This design comes from an exercise in tuning for small area, a short achievable clock period and few clock cycles on the open sky130 flow, not from production work.
Function was not checked in any run shown here: the RTL went through the layout flow alone.
Power figures rest on the tool's default switching activity, not on a simulated workload.

==> config.mk <==
export PLATFORM = sky130hd
export DESIGN_NAME = process
export DESIGN_NICKNAME = process
export VERILOG_FILES = /design/flow/design.v
export SDC_FILE = /design/flow/constraint.sdc
export NUM_CORES = 4
export LEC_CHECK = 0
export CAP_MARGIN = 20
export CORE_MARGIN = 2
export CORE_UTILIZATION = 45
export PLACE_DENSITY = 0.6
export SLEW_MARGIN = 20
==> constraint.sdc <==
create_clock -name core_clock -period 7.0 [get_ports {clk}]
set_input_delay 1.4000 -clock core_clock [delete_from_list [all_inputs] [get_ports {clk}]]
set_output_delay 1.4000 -clock core_clock [all_outputs]
set_load 0.01 [all_outputs]
==> design.v <==
`timescale 1ns / 1ps
module process(
	input clk,
	input rst,
	input [23:0] in_pix,
	output reg [5:0] row, col,
	output reg out_we,
	output reg [23:0] out_pix,
	output reg mirror_done,
	output reg gray_done,
	output reg filter_done);
localparam PM = 2'd0, PG = 2'd1, PF = 2'd2;
reg [1:0]  phase, nphase;
reg [1:0]  sub, nsub;
reg [12:0] cnt, ncnt;
wire [6:0]  s = cnt[12:6];
wire [5:0]  i = cnt[5:0];
wire [12:0] cinc = cnt + 13'd1;
wire [6:0]  s1 = cinc[12:6];
wire [5:0]  i1 = cinc[5:0];
wire [12:0] wpos = cnt - 13'd66;
wire        last11 = (cnt[10:0] == 11'd2047);
reg [5:0] nrow, ncol;
reg nwe, nmd, ngd, nfd;
reg f_i0, f_i1, f_s0, f_ra;
always @(*) begin
	nphase = phase; nsub = sub; ncnt = cnt;
	nrow = row; ncol = col;
	nwe = 1'b0; nmd = 1'b0; ngd = 1'b0; nfd = 1'b0;
	case (phase)
	PM: begin
		case (sub)
		2'd0: begin
			nsub = 2'd1; nrow = ~{1'b0, cnt[10:6]}; ncol = cnt[5:0]; nwe = 1'b1;
		end
		2'd1: begin
			nsub = 2'd2; nrow = {1'b0, cnt[10:6]}; ncol = cnt[5:0]; nwe = 1'b1;
			nmd = last11;
		end
		default: begin
			nsub = 2'd0;
			if (last11) begin
				nphase = PG; ncnt = 13'd0; nrow = 6'd0; ncol = 6'd0;
			end else begin
				ncnt = cinc; nrow = {1'b0, cinc[10:6]}; ncol = cinc[5:0];
			end
		end
		endcase
	end
	PG: begin
		nsub = sub + 2'd1;
		case (sub)
		2'd0: begin nrow = cnt[10:5]; ncol = {cnt[4:0], 1'b1}; end
		2'd1: begin ncol = {cnt[4:0], 1'b0}; nwe = 1'b1; end
		2'd2: begin ncol = {cnt[4:0], 1'b1}; nwe = 1'b1; ngd = last11; end
		default: begin
			if (last11) begin
				nphase = PF; ncnt = 13'd0; nrow = 6'd0; ncol = 6'd0; nwe = 1'b1;
			end else begin
				ncnt = cinc; nrow = cinc[10:5]; ncol = {cinc[4:0], 1'b0};
			end
		end
		endcase
	end
	default: begin
		case (sub)
		2'd0: begin
			nsub = 2'd1;
			nrow = wpos[11:6];
			ncol = wpos[6] ? wpos[5:0] : ~wpos[5:0];
			nwe = (cnt >= 13'd66) && (cnt <= 13'd4161);
			nfd = (cnt == 13'd4161);
		end
		2'd1: begin
			if (cnt == 13'd4161) begin
				nphase = PM; nsub = 2'd0; ncnt = 13'd0; nrow = 6'd0; ncol = 6'd0;
			end else if (i == 6'd1 && s != 7'd0 && s <= 7'd64) begin
				nsub = 2'd2;
				if (s == 7'd64) begin nrow = 6'd63; ncol = 6'd63; end
				else begin nrow = s[5:0]; ncol = {6{s[0]}}; end
			end else begin
				nsub = 2'd0; ncnt = cinc;
				if (s1 <= 7'd63) begin
					nrow = s1[5:0]; ncol = s1[0] ? ~i1 : i1; nwe = 1'b1;
				end else if (s1 == 7'd64 && i1 == 6'd0) begin
					nrow = 6'd63; ncol = 6'd63; nwe = 1'b1;
				end
			end
		end
		default: begin
			nsub = 2'd0; ncnt = cinc;
			nrow = s[5:0]; ncol = s[0] ? 6'd61 : 6'd2;
			nwe = (s <= 7'd63);
		end
		endcase
	end
	endcase
end
always @(posedge clk) begin
	if (rst) begin
		phase <= PM; sub <= 2'd0; cnt <= 13'd0;
		f_i0 <= 1'b1; f_i1 <= 1'b0; f_s0 <= 1'b1; f_ra <= 1'b1;
		row <= 6'd0; col <= 6'd0; out_we <= 1'b0;
		mirror_done <= 1'b0; gray_done <= 1'b0; filter_done <= 1'b0;
	end else begin
		phase <= nphase; sub <= nsub; cnt <= ncnt;
		f_i0 <= (ncnt[5:0] == 6'd0); f_i1 <= (ncnt[5:0] == 6'd1);
		f_s0 <= (ncnt[12:6] == 7'd0); f_ra <= ~ncnt[12];
		row <= nrow; col <= ncol; out_we <= nwe;
		mirror_done <= nmd; gray_done <= ngd; filter_done <= nfd;
	end
end
reg [23:0] P;
reg [7:0]  G0, G1;
reg [8:0]  E;
reg signed [12:0] K, J;
wire [7:0] ir = in_pix[23:16], ig = in_pix[15:8], ib = in_pix[7:0];
wire rg = ir > ig, rb = ir > ib, gb = ig > ib;
wire [7:0] imax = rg ? (rb ? ir : ib) : (gb ? ig : ib);
wire [7:0] imin = rg ? (gb ? ib : ig) : (rb ? ib : ir);
wire [8:0] gsum = {1'b0, P[15:8]} + {1'b0, P[7:0]};
wire signed [12:0] pT = P[22:10];
wire [9:0] pH = P[9:0];
wire first = f_i0;
wire [7:0] g0a = f_i1 ? 8'd0 : G0;
wire signed [12:0] Dn = J - $signed({5'b0, g0a});
wire [7:0] Dcl = Dn[12] ? 8'd0 : (|Dn[11:8]) ? 8'd255 : Dn[7:0];
wire [7:0] g0b = first ? 8'd0 : G0;
wire [7:0] g1b = first ? 8'd0 : G1;
wire [9:0] Hn = {1'b0, E} + {2'b0, g0b};
wire signed [12:0] Tn = K - $signed({5'b0, g0b});
always @(posedge clk) begin
	case (phase)
	PM: begin
		out_pix <= in_pix;
	end
	PG: begin
		P <= {8'd0, imax, imin};
		out_pix <= {8'd0, gsum[8:1], 8'd0};
	end
	default: begin
		case (sub)
		2'd0: begin
			out_pix <= {8'd0, Dcl, 8'd0};
			K <= K - $signed({3'b0, pH});
			J <= pT - $signed({4'b0, E});
			G1 <= G0;
			G0 <= f_ra ? in_pix[15:8] : 8'd0;
		end
		2'd1: begin
			out_pix <= {1'b0, Tn, Hn};
			E <= {1'b0, G0} + {1'b0, g1b};
			K <= $signed({2'b0, G0, 3'b000}) + $signed({5'b0, G0}) - $signed({5'b0, g1b});
			P <= f_s0 ? 24'd0 : first ? {1'b0, Tn, Hn} : in_pix;
		end
		default: P <= in_pix;
		endcase
	end
	endcase
end
endmodule
==> run.sh <==
#!/bin/bash
# synth_recipe.tcl (not shown) runs the flow's synth.tcl, then flattens the netlist and writes it again
# the make line also repeats each setting of config.mk as NAME=value (left out here)
make -C /OpenROAD-flow-scripts/flow DESIGN_CONFIG=/design/flow/config.mk WORK_HOME=/design/flow/orfs CLKGATE_MAP_FILE= SYNTH_SCRIPT=/design/flow/synth_recipe.tcl finish
==> results of run 1 <==
==> routing by layer <==
| layer | up-vias | track usage | wire length (um) |
|---|---|---|---|
| met1 | 4986 | 0.3674 | 15970 |
| met2 | 458 | 0.4653 | 17610 |
| met4 | 0 | 0.1281 | 1833 |
| met5 | - | 0 | 0 |
| met3 | 109 | 0.04171 | 2423 |
| li1 | 5055 | - | - |
==> worst paths after layout <==
kind | end | slack, ns
worst min register to register | col[1]$_SDFFE_PP0P_ | 0.47
worst max register to register | P[22]$_SDFFCE_PP0P_ | 3.34
worst max-delay path | P[15]$_DFFE_PP_ | 2.82
worst min-delay path | col[1]$_SDFFE_PP0P_ | 0.47
==> metrics by stage <==
| step | utilization | hold WS (ns) | power (uW) | worst slack, ns | instances |
|---|---|---|---|---|---|
| after floorplan | - | 0.4570 | 1220 | 3.500 | 1371 |
| after global placement | 0.4902 | 0.4630 | 1375 | 2.597 | 1720 |
| after detailed placement | 0.4904 | 0.4665 | 1379 | 2.496 | 1720 |
| after CTS | 0.5137 | 0.4764 | 2321 | 2.911 | 1752 |
| after global routing | 0.5137 | 0.4961 | 2413 | 2.675 | 1752 |
| final | 0.5137 | 0.4724 | 2317 | 2.815 | 1752 |
==> cell usage in the layout, fill, tap and decap left out, drive strengths merged, types with 8 or more instances in the layout <==
cell type      instances
clkdlybuf4s50         65
buf                   14
o211ai                 8
a21oi                 91
o21a                  14
a221oi                18
a21o                  17
o221ai                16
inv                  111
o21bai                 8
mux2i                 15
nand2b                33
nand2                105
o21ai                 95
clkbuf                17
nand3                 19
edfxtp                98
o31ai                  8
dfxtp                 37
nor2b                 25
xnor2                 59
nand4                 11
or3                    9
a211oi                16
nand3b                 8
fa                    13
nor2                 142
xor2                  24
ha                   109
a31oi                 13
o22ai                 32
nor3                  35
and2                  23
==> synth_stat cells, drive strengths merged, types with 18 or more instances <==
| library cell | n | share of area |
|---|---|---|
| nand2b | 33 | 0.018 |
| dfxtp | 37 | 0.063 |
| inv | 108 | 0.035 |
| edfxtp | 98 | 0.25 |
| o22ai | 32 | 0.017 |
| nor2b | 25 | 0.013 |
| nand2 | 105 | 0.034 |
| o21ai | 95 | 0.041 |
| nor2 | 142 | 0.046 |
| xnor2 | 59 | 0.045 |
| and2 | 23 | 0.012 |
| clkbuf | 49 | 0.016 |
| a21oi | 91 | 0.040 |
| ha | 109 | 0.12 |
| nand3 | 19 | 0.0086 |
| a221oi | 18 | 0.013 |
| xor2 | 24 | 0.018 |
| nor3 | 35 | 0.016 |
==> worst register-to-register path: cells and delay by family, from the launching register on <==
family,cells,cell delay (ns)
AOI/OAI and AO/OA,5,1.13
xor gates and xnor gates,1,0.53
adders and majority gates,2,0.61
buffers and inverters,2,0.26
DFF,1,0.30
and+or+nand+nor,3,0.55
==> power by group through the flow <==
stage | clock network (uW) | registers (uW) | logic [uW]
floorplan | 0 | 910 | 310
global placement | 0 | 908 | 467
detailed placement | 0 | 908 | 471
CTS | 956 | 891 | 474
global route | 995 | 893 | 526
finish | 947 | 891 | 479
==> layout make-up <==
cell class | instances | area, um2 | area share
sequential | 135 | 3684 | 0.2783
multi-input combinational | 1063 | 7371 | 0.5569
timing repair buffer | 79 | 755.7 | 0.05710
clock buffer | 17 | 425.4 | 0.03214
clock inverter | 15 | 175.2 | 0.01324
tap | 335 | 419.2 | 0.03167
inverter | 108 | 405.4 | 0.03063
==> state kept, by name, indices dropped and copies added (netlist names), 2 cells and up <==
| register | count |
|---|---|
| E | 9 |
| G0 | 8 |
| G1 | 8 |
| J | 13 |
| K | 13 |
| P | 23 |
| cnt | 13 |
| col | 6 |
| out_pix | 24 |
| phase | 2 |
| row | 6 |
| sub | 2 |
==> logic make-up (layout without fill, tap and decap cells) <==
logic type      Yosys count  in the layout  synth area share
xor+xnor                 83             83           0.06274
flops                   135            135            0.3147
compound gates          399            399            0.2244
mux                      19             19           0.01764
buf+inv                 173            219           0.05697
simple gates            440            440            0.1849
fa+ha+maj               122            122            0.1387
==> out/results.ini, run 1 <==
[layout]
flow.area_growth_from_synthesis_pct=13.06
final_nets=1552
final_design_area_no_fill_mm2=0.01324
drive_gt1_frac=0.05434
insertedDiodeCount=0
filler_cell_count=2423

[global_route]
grt_pass1_vias=10144
number_of_antenna_violations_at_the_first_check_in_global_routing=0
grt.overflow.total=0
grt.total_usage=0.2825
grt_pass1_wl_mm=58.59
pin_count_of_the_biggest_net_entering_global_routing=45

[worst_setup_path]
worstPathRequired_ns=7.16
cp_num_cells=11
worstSetupStartpoint=in_pix[11]
worst-path-buf-inv=2
critPathTopFamily=compound AO/OA/AOI/OAI gates
worst-endpoint-arrival_ns=4.34
r2r-start=f_i0$_SDFF_PP1_
r2r.worst_path.cells=13
critical-path-slowest-cell=sky130_fd_sc_hd__clkdlybuf4s50_1
crit_path_frequent_cell=sky130_fd_sc_hd__a21oi_1
setup.worst_path.end_class=register
crit_type=in2reg
critical_path.cell_chain=clkdlybuf4s50_1 > inv_1 > ha_1 > a21o_1 > a21oi_1 > a21oi_1 > a211oi_1 > or3_1 > nand2_1 > o21ai_0 > a21oi_1
timing.critical_path.fanout_max=9
worst_setup_path_start_kind=input pin
cp_slowest_stage_delay_ns=0.71

[timing]
rsz0062_at_grt=false
report.final.setup_viol=0
setup_total_negative_slack_ns=0
final.min_clock_period_ns=4.185
final_worst_clock_skew_ns=0.01053
maximum_clock_frequency_mhz=239.0
max_slew_headroom=0.2845
maxSlewViolCount=0
max_slew.worst_pin.slew_ns=1.071
period_share=0.5978
hold_viol_final=0

[power_and_ir_drop]
pwr-share-seq=0.384
total_switching_power_uw=685.2
internal_power_component_uw=1631
power_leakage_uw=0.005112
p_sw_frac=0.2958
combinationalPowerShare=0.207
power_frac_clock=0.409
power.density_mw_per_mm2=175.0
vdd_ir_drop_max_v=0.0001360

[die]
dieHeight_um=165.3
die_area_mm2=0.02732
floorplan.io_pins=66
std_cell_rows=59
die_w_um=165.3
starting_density=0.4544
core_area_mm2=0.02576

[hold_path]
holdCritStartpoint=col[1]$_SDFFE_PP0P_
hold-path-cell-count=2
min-delay-path-class=reg2reg

[synth]
synthArstFlopShare=0
post_syn_nets=1519
post_synth_instance_area_mm2=0.01171
synthDistinctLibCells=86
sequential_element_share_of_the_synthesized_area=0.3147
synth-seq-cells=135
mean_instance_size_in_the_synthesized_netlist_um2=8.538
ys.flop_type=sky130_fd_sc_hd__edfxtp_1
synthCells=1371
synth-warning-count=1
number_of_synthesized_flops_with_an_enable_pin=98

[job]
max_cap_violations=0

[clocking]
ctsHoldBuffers=0
cts.root.buffer_cell=sky130_fd_sc_hd__clkbuf_16
clkTransAtPathRegs_ns=0.06
cts_resized=0
numCtsBuffers=17
cts_setup_buffers=0
htree_levels=4
clock_latency_ns=0.43
clock_tree.buffer_depth=2
numClockSinks=135
tritoncts=done

[routing]
avgRoutedWirePerCell_um=21.60
dr.first_iter.drc_count=1143
vias_per_cell=6.055
drc_errors=0
ant_nets=0
drt-total-wl_mm=37.84
num_vias=10608
drt_pre_antenna_iters=6

[status]
result_of_the_run=finished clean

[placed_design]
dp.final_hpwl_mm=27.96
placement.cell_area_mm2=0.01263
io_buffers=65
gp_congestion=0.9280

==> run 2, diff against run 1 <==
--- a/design.v
+++ b/design.v
@@ -115,17 +115,15 @@
 reg [8:0]  E;
 reg signed [12:0] K, J;
-wire [7:0] ir = in_pix[23:16], ig = in_pix[15:8], ib = in_pix[7:0];
-wire rg = ir > ig, rb = ir > ib, gb = ig > ib;
-wire [7:0] imax = rg ? (rb ? ir : ib) : (gb ? ig : ib);
-wire [7:0] imin = rg ? (gb ? ib : ig) : (rb ? ib : ir);
-wire [8:0] gsum = {1'b0, P[15:8]} + {1'b0, P[7:0]};
+reg rg, rb, gb;
+wire [7:0] pr = P[23:16], pg = P[15:8], pb = P[7:0];
+wire [7:0] pmax = rg ? (rb ? pr : pb) : (gb ? pg : pb);
+wire [7:0] pmin = rg ? (gb ? pb : pg) : (rb ? pb : pr);
+wire [8:0] gsum = {1'b0, pmax} + {1'b0, pmin};
 wire signed [12:0] pT = P[22:10];
 wire [9:0] pH = P[9:0];
 wire first = f_i0;
-wire [7:0] g0a = f_i1 ? 8'd0 : G0;
-wire signed [12:0] Dn = J - $signed({5'b0, g0a});
+wire signed [12:0] Dn = J - $signed({3'b0, out_pix[9:0]});
 wire [7:0] Dcl = Dn[12] ? 8'd0 : (|Dn[11:8]) ? 8'd255 : Dn[7:0];
 wire [7:0] g0b = first ? 8'd0 : G0;
-wire [7:0] g1b = first ? 8'd0 : G1;
 wire [9:0] Hn = {1'b0, E} + {2'b0, g0b};
 wire signed [12:0] Tn = K - $signed({5'b0, g0b});
@@ -136,5 +134,8 @@
 	end
 	PG: begin
-		P <= {8'd0, imax, imin};
+		P <= in_pix;
+		rg <= in_pix[23:16] > in_pix[15:8];
+		rb <= in_pix[23:16] > in_pix[7:0];
+		gb <= in_pix[15:8] > in_pix[7:0];
 		out_pix <= {8'd0, gsum[8:1], 8'd0};
 	end
@@ -144,12 +145,12 @@
 			out_pix <= {8'd0, Dcl, 8'd0};
 			K <= K - $signed({3'b0, pH});
-			J <= pT - $signed({4'b0, E});
-			G1 <= G0;
+			J <= pT;
+			G1 <= first ? 8'd0 : G0;
 			G0 <= f_ra ? in_pix[15:8] : 8'd0;
 		end
 		2'd1: begin
 			out_pix <= {1'b0, Tn, Hn};
-			E <= {1'b0, G0} + {1'b0, g1b};
-			K <= $signed({2'b0, G0, 3'b000}) + $signed({5'b0, G0}) - $signed({5'b0, g1b});
+			E <= {1'b0, G0} + {1'b0, G1};
+			K <= $signed({2'b0, G0, 3'b000}) + $signed({5'b0, G0}) - $signed({5'b0, G1});
 			P <= f_s0 ? 24'd0 : first ? {1'b0, Tn, Hn} : in_pix;
 		end
==> run 2 against run 1 <==
Net effect:
- still clean on timing, DRC and antenna
- sequential share of layout area increased by 0.68 points
- register-to-register slack got worse by 0.26 ns
- maximum frequency increased by 6.7%
- synthesized cell count decreased by 0.95%
- critical endpoint is now row[4]$_SDFFE_PP0P_
==> out/results.ini, run 2 <==
[synth]
sequential_element_share_of_the_synthesized_area=0.3220
post_synth_instance_area_mm2=0.01175
synthDistinctLibCells=84
synth.most_common_cell=sky130_fd_sc_hd__inv_1
synthCells=1358
mean_instance_size_in_the_synthesized_netlist_um2=8.652
synth.top_cells.by_area=sky130_fd_sc_hd__edfxtp_1, sky130_fd_sc_hd__ha_1, sky130_fd_sc_hd__dfxtp_1
post_syn_nets=1497
yosys.area.top_type=sky130_fd_sc_hd__edfxtp_1
number_of_synthesized_flops_with_an_enable_pin=102
synth_largest_type_area_fraction=0.2607
synth-warning-count=1
synth-seq-cells=138
synthArstFlopShare=0
ys.flop_type=sky130_fd_sc_hd__edfxtp_1
synth_top_cells_by_count=sky130_fd_sc_hd__inv_1, sky130_fd_sc_hd__a21oi_1, sky130_fd_sc_hd__nand2_1, sky130_fd_sc_hd__edfxtp_1, sky130_fd_sc_hd__nor2_1

[global_route]
pin_count_of_the_biggest_net_entering_global_routing=41
number_of_antenna_violations_at_the_first_check_in_global_routing=1
grt.overflow.total=0
grt_pass1_wl_mm=58.08
grt.total_usage=0.2819
grt_pass1_vias=10120

[routing]
dr.first_iter.drc_count=1170
vias_per_cell=6.104
drt_pre_antenna_iters=7
num_vias=10585
drt-total-wl_mm=37.59
drc_errors=0
avgRoutedWirePerCell_um=21.68
ant_nets=0

[clocking]
numClockSinks=138
numCtsBuffers=17
tritoncts=done
clock_tree.buffer_depth=2
ctsHoldBuffers=0
clkTransAtPathRegs_ns=0.08
htree_levels=4
cts_resized=0
cts.root.buffer_cell=sky130_fd_sc_hd__clkbuf_16
clock_latency_ns=0.44
cts_setup_buffers=0

[power_and_ir_drop]
internal_power_component_uw=1618
vdd_ir_drop_max_v=0.0001286
combinationalPowerShare=0.175
total_switching_power_uw=660.5
pwr-share-seq=0.404
power_frac_clock=0.422
p_sw_frac=0.2899
power.density_mw_per_mm2=171.7
power_leakage_uw=0.005329

[layout]
drive_gt1_frac=0.05575
flow.area_growth_from_synthesis_pct=12.93
insertedDiodeCount=0
mostFrequentLayoutCell=sky130_fd_sc_hd__inv_1
filler_cell_count=2480
registers_with_the_most_flip_flops=P (24), out_pix (24)
most-common-layout-cells=sky130_fd_sc_hd__inv_1, sky130_fd_sc_hd__a21oi_1, sky130_fd_sc_hd__nand2_1
final_nets=1525

[timing]
maximum_clock_frequency_mhz=255.1
period_share=0.5601
max_slew_headroom=0.3676
final_worst_clock_skew_ns=0.01859
rsz0062_at_grt=false
hold_viol_final=0
max_slew.worst_pin.slew_ns=0.9486
report.final.setup_viol=0
final.min_clock_period_ns=3.921
maxSlewViolCount=0
hold_slack_ns=0.4646
final_worst_path_setup_slack_ns=3.079
setup_total_negative_slack_ns=0

[die]
die_area_mm2=0.02742
std_cell_rows=59
dieHeight_um=165.6
floorplan.io_pins=66
die_w_um=165.6
core_area_mm2=0.02584
starting_density=0.4548

[hold_path]
min-delay-path-class=reg2reg

[worst_setup_path]
crit_type=reg2reg
worst_setup_path_start_kind=register
worst-endpoint-arrival_ns=4.25
setup.worst_path.end_class=register
worstPathRequired_ns=7.33
timing.critical_path.fanout_max=15

[placed_design]
worst_setup_slack_before_clock_tree_synthesis_ns=3.225
dp.final_hpwl_mm=27.93
io_buffers=65
gp_congestion=0.9500

[status]
result_of_the_run=finished clean

[job]
max_cap_violations=0

[run 2: critical path: stages, from the launching register on]
cell	delay (ns)
sky130_fd_sc_hd__dfxtp_1	0.68
sky130_fd_sc_hd__ha_1	0.46
sky130_fd_sc_hd__nand4_1	0.48
sky130_fd_sc_hd__o31ai_1	0.52
sky130_fd_sc_hd__nand4_1	0.21
sky130_fd_sc_hd__a2111oi_4	0.81
sky130_fd_sc_hd__o21ai_1	0.22
sky130_fd_sc_hd__and3_1	0.23
sky130_fd_sc_hd__a41o_1	0.20
[run 2: through the flow]
stage | power (uW) | instances | instance area, um2 | utilization
5_1_grt | 2357 | 1734 | 13270 | 0.5136
2_1_floorplan | 1180 | 1358 | 11750 | -
6_report | 2278 | 1734 | 13270 | 0.5136
4_1_cts | 2276 | 1734 | 13270 | 0.5136
3_3_place_gp | 1322 | 1700 | 12640 | 0.4894
3_5_place_dp | 1324 | 1702 | 12670 | 0.4903
[run 2: kinds of logic (layout without fill, tap and decap cells)]
logic type                 Yosys count  count (layout)  synth area share
DFF                                138             138            0.3220
buffers and inverters              188             229           0.06197
adders and majority gates          113             113            0.1280
AOI/OAI and AO/OA                  427             427            0.2479
xor gates and xnor gates            72              72           0.05367
and+or+nand+nor                    395             395            0.1651
muxes                               25              25           0.02140
[run 2: area by class of cell]
cell class	instances	area, um2	share of cell area
multi-input combinational	1032	7243	0.5459
sequential	138	3784	0.2851
timing repair buffer	83	793.3	0.05978
clock buffer	18	429.2	0.03234
inverter	114	427.9	0.03225
tap	335	419.2	0.03159
clock inverter	14	172.7	0.01301
[run 2: path summary, 6_finish.rpt]
kind                        from                  end  slack (ns)  cells past startpoint
min reg2reg  row[5]$_SDFFE_PP0P_  row[5]$_SDFFE_PP0P_        0.46                      2
min          row[5]$_SDFFE_PP0P_  row[5]$_SDFFE_PP0P_        0.46                      2
max reg2reg    cnt[0]$_SDFF_PP0_  row[4]$_SDFFE_PP0P_        3.08                      8
max            cnt[0]$_SDFF_PP0_  row[4]$_SDFFE_PP0P_        3.08                      8
[run 2: metal layers]
layer	vias to the layer above	global-route usage	wire length (um)
met2	441	0.4425	16900
met1	5015	0.3868	16700
met5	-	0	0
met4	0	0.08268	881
met3	72	0.06643	3109
li1	5057	-	-
[run 2: power groups by stage]
stage / registers (uW) / clock network (uW) / logic [uW]
after global routing: 922 / 1000 / 435
after detailed placement: 937 / 0 / 387
after global placement: 937 / 0 / 385
after floorplan: 932 / 0 / 248
final: 920 / 961 / 398
after CTS: 920 / 967 / 389
==> run 3, diff against run 2 <==
--- a/config.mk
+++ b/config.mk
@@ -8,5 +8,5 @@
 export CAP_MARGIN = 20
 export CORE_MARGIN = 2
-export CORE_UTILIZATION = 45
-export PLACE_DENSITY = 0.6
+export CORE_UTILIZATION = 65
+export PLACE_DENSITY = 0.75
 export SLEW_MARGIN = 20
==> run 3 against run 2 <==
Net effect:
- still clean
- area after synthesis did not move
- core utilization increased by 22 points
- clock skew fell by 0.011 ns
- clock power down 3.0%
- total power down 1.3%
- maximum frequency increased by 1.5%
- combinational power is 1% lower
- clock-buffer cell count unchanged
- hold slack gained 0.019 ns
- largest cell class unchanged
- highest routed layer unchanged
==> out/results.ini, run 3 <==
[status]
result_of_the_run=finished clean

[worst_setup_path]
timing.critical_path.fanout_max=15
crit_type=reg2reg
r2r-start=cnt[0]$_SDFF_PP0_
worstSetupStartpoint=cnt[0]$_SDFF_PP0_
worst_setup_path_start_kind=register
setup.worst_path.end_class=register
worst-endpoint-arrival_ns=4.18
worstPathRequired_ns=7.32

[synth]
sequential_element_share_of_the_synthesized_area=0.3220
yosys.area.top_type=sky130_fd_sc_hd__edfxtp_1
synth.top_cells.by_area=sky130_fd_sc_hd__edfxtp_1, sky130_fd_sc_hd__ha_1, sky130_fd_sc_hd__dfxtp_1
synth_largest_type_area_fraction=0.2607
yosys.area_share.simple=0.1651
number_of_synthesized_flops_with_an_enable_pin=102
synthXorXnorAreaFrac=0.05367
synth.most_common_cell=sky130_fd_sc_hd__inv_1
synth-seq-cells=138
yosys-mux-area-fraction=0.02140
synth_top_cells_by_count=sky130_fd_sc_hd__inv_1, sky130_fd_sc_hd__a21oi_1, sky130_fd_sc_hd__nand2_1, sky130_fd_sc_hd__edfxtp_1, sky130_fd_sc_hd__nor2_1
synthDistinctLibCells=84
mean_instance_size_in_the_synthesized_netlist_um2=8.652
synth_compound_gate_area_share=0.2479
largest_family_of_logic_cells_by_synthesized_area=compound AO/OA/AOI/OAI gates
post_synth_instance_area_mm2=0.01175
ys.flop_type=sky130_fd_sc_hd__edfxtp_1
synth-warning-count=1
synth_fa_ha_area_frac=0.1280
post_syn_nets=1497
synthArstFlopShare=0
synthCells=1358

[clocking]
clock_tree.buffer_depth=2
htree_levels=4
cts.root.buffer_cell=sky130_fd_sc_hd__clkbuf_16
ctsHoldBuffers=0
clkTransAtPathRegs_ns=0.06
cts_resized=0
numCtsBuffers=17
numClockSinks=138
tritoncts=done
cts_setup_buffers=0
clock_latency_ns=0.42

[global_route]
grt.total_usage=0.3805
grt.overflow.total=0
number_of_antenna_violations_at_the_first_check_in_global_routing=0
grt_pass1_wl_mm=56.44
pin_count_of_the_biggest_net_entering_global_routing=41
grt_pass1_vias=10105

[die]
die_area_mm2=0.01917
starting_density=0.6586
die_w_um=138.5
floorplan.io_pins=66
dieHeight_um=138.5
core_area_mm2=0.01784
std_cell_rows=49

[layout]
registers_with_the_most_flip_flops=P (24), out_pix (24)
final_nets=1518
insertedDiodeCount=0
most-common-layout-cells=sky130_fd_sc_hd__inv_1, sky130_fd_sc_hd__a21oi_1, sky130_fd_sc_hd__nand2_1
drive_gt1_frac=0.05172
flow.area_growth_from_synthesis_pct=11.32

[routing]
ant_nets=0
drt_pre_antenna_iters=8
vias_per_cell=6.780
num_vias=10991
dr.first_iter.drc_count=1346
drt-total-wl_mm=37.17
avgRoutedWirePerCell_um=22.93
drc_errors=0

[timing]
final_worst_clock_skew_ns=0.007648
rsz0062_at_grt=false
max_slew.worst_pin.slew_ns=1.075
maxSlewViolCount=0
report.final.setup_viol=0
final.min_clock_period_ns=3.861
period_share=0.5516
hold_viol_final=0
maximum_clock_frequency_mhz=259.0
max_slew_headroom=0.2800
final_worst_path_setup_slack_ns=3.139
setup_total_negative_slack_ns=0

[hold_path]
min-delay-path-class=reg2reg
holdCritStartpoint=row[5]$_SDFFE_PP0P_

[job]
max_cap_violations=0

[placed_design]
worst_setup_slack_before_clock_tree_synthesis_ns=3.325
gp_congestion=0.9732
dp.final_hpwl_mm=27.26
io_buffers=65

[power_and_ir_drop]
power.density_mw_per_mm2=171.8
power_leakage_uw=0.005301
vdd_ir_drop_max_v=0.0001789

## run 3: cells by family (layout without fill, tap and decap cells)
| group | Yosys count | after routing |
|---|---|---|
| simple gates | 395 | 395 |
| flops | 138 | 138 |
| fa+ha+maj | 113 | 113 |
| xor+xnor | 72 | 72 |
| compound gates | 427 | 427 |
| buf+inv | 188 | 222 |
| mux | 25 | 25 |
## run 3: per-layer routing
metal  global-route usage  wire, um  up-vias  share of wire
met5                    0         0        -              0
met4               0.2046      2040        0          0.055
met3              0.08001      4002      149           0.11
met2               0.5703     16140      707           0.43
met1               0.5193     14990     5110           0.40
li1                     -         -     5025              -
## run 3: through the flow
step / total power [uW] / utilization / instance area [um2] / std cells / hold slack [ns]
global route: 2313 / 0.7332 / 13080 / 1621 / 0.5150
detailed placement: 1314 / 0.6992 / 12470 / 1589 / 0.4866
CTS: 2229 / 0.7329 / 13080 / 1621 / 0.4958
finish: 2248 / 0.7332 / 13080 / 1621 / 0.4841
floorplan: 1180 / - / 11750 / 1358 / 0.4414
global placement: 1308 / 0.6992 / 12470 / 1589 / 0.4827
## run 3: path summary, 6_finish.rpt
check / slack (ns) / end / cells past startpoint
hold / removal: 0.48 / row[5]$_SDFFE_PP0P_ / 2
setup / recovery: 3.14 / row[4]$_SDFFE_PP0P_ / 8
setup reg to reg: 3.14 / row[4]$_SDFFE_PP0P_ / 8
hold reg to reg: 0.48 / row[5]$_SDFFE_PP0P_ / 2
## run 3: critical path, stage by stage, from the launching register on
cell and delay, ns:
sky130_fd_sc_hd__dfxtp_1 0.66, sky130_fd_sc_hd__ha_1 0.45, sky130_fd_sc_hd__nand4_1 0.45, sky130_fd_sc_hd__o31ai_1 0.54
sky130_fd_sc_hd__nand4_1 0.21, sky130_fd_sc_hd__a2111oi_4 0.77, sky130_fd_sc_hd__o21ai_1 0.24, sky130_fd_sc_hd__and3_1 0.23
sky130_fd_sc_hd__a41o_1 0.20
## run 3: layout make-up
type | count | area, um2
multi-input cells | 1032 | 7248
flip-flops and latches | 138 | 3784
repair buffers | 76 | 733.2
inverters | 114 | 427.9
fillers | 1357 | 4761
clock buffers | 18 | 429.2
well taps | 229 | 286.5
clock inverters | 14 | 171.4
## run 3: where the power goes
part | total (uW) | leakage, uW | internal, uW | switching, uW
clock | 932 | 0.000289 | 563 | 369
combinational | 394 | 0.00376 | 157 | 238
sequential | 922 | 0.00125 | 898 | 23.8

## separate check: timing with driven ports
In the flow no input, the clock included, has a driving cell. The finished layouts below were timed again as built, in two steps.
Step 1: set_driving_cell puts a clkbuf_16 on clk and a buf_2 on each other input, an assumption about the parent block.
Step 2, shift: input delay + t, output delay - t, t = (earliest + latest rising clock arrival at the registers) / 2. This alone moves slack from input paths to output paths.
a / b / c = ideal ports / drivers / drivers and shift; a / b = the first two.
run	t (ns)	setup WS [ns]	latest minus earliest clock arrival (ns)
run 1	0.476	2.815 / 2.824 / 2.348	0.011 / 0.011
run 2	0.483	3.079 / 3.079 / 3.079	0.019 / 0.019
run 3	0.465	3.139 / 3.139 / 3.139	0.009 / 0.009
After both steps setup and hold are still met in every run listed. For run 1, which loses most, drivers alone change the setup slack by +0.009 ns; drivers and shift together by -0.467 ns.
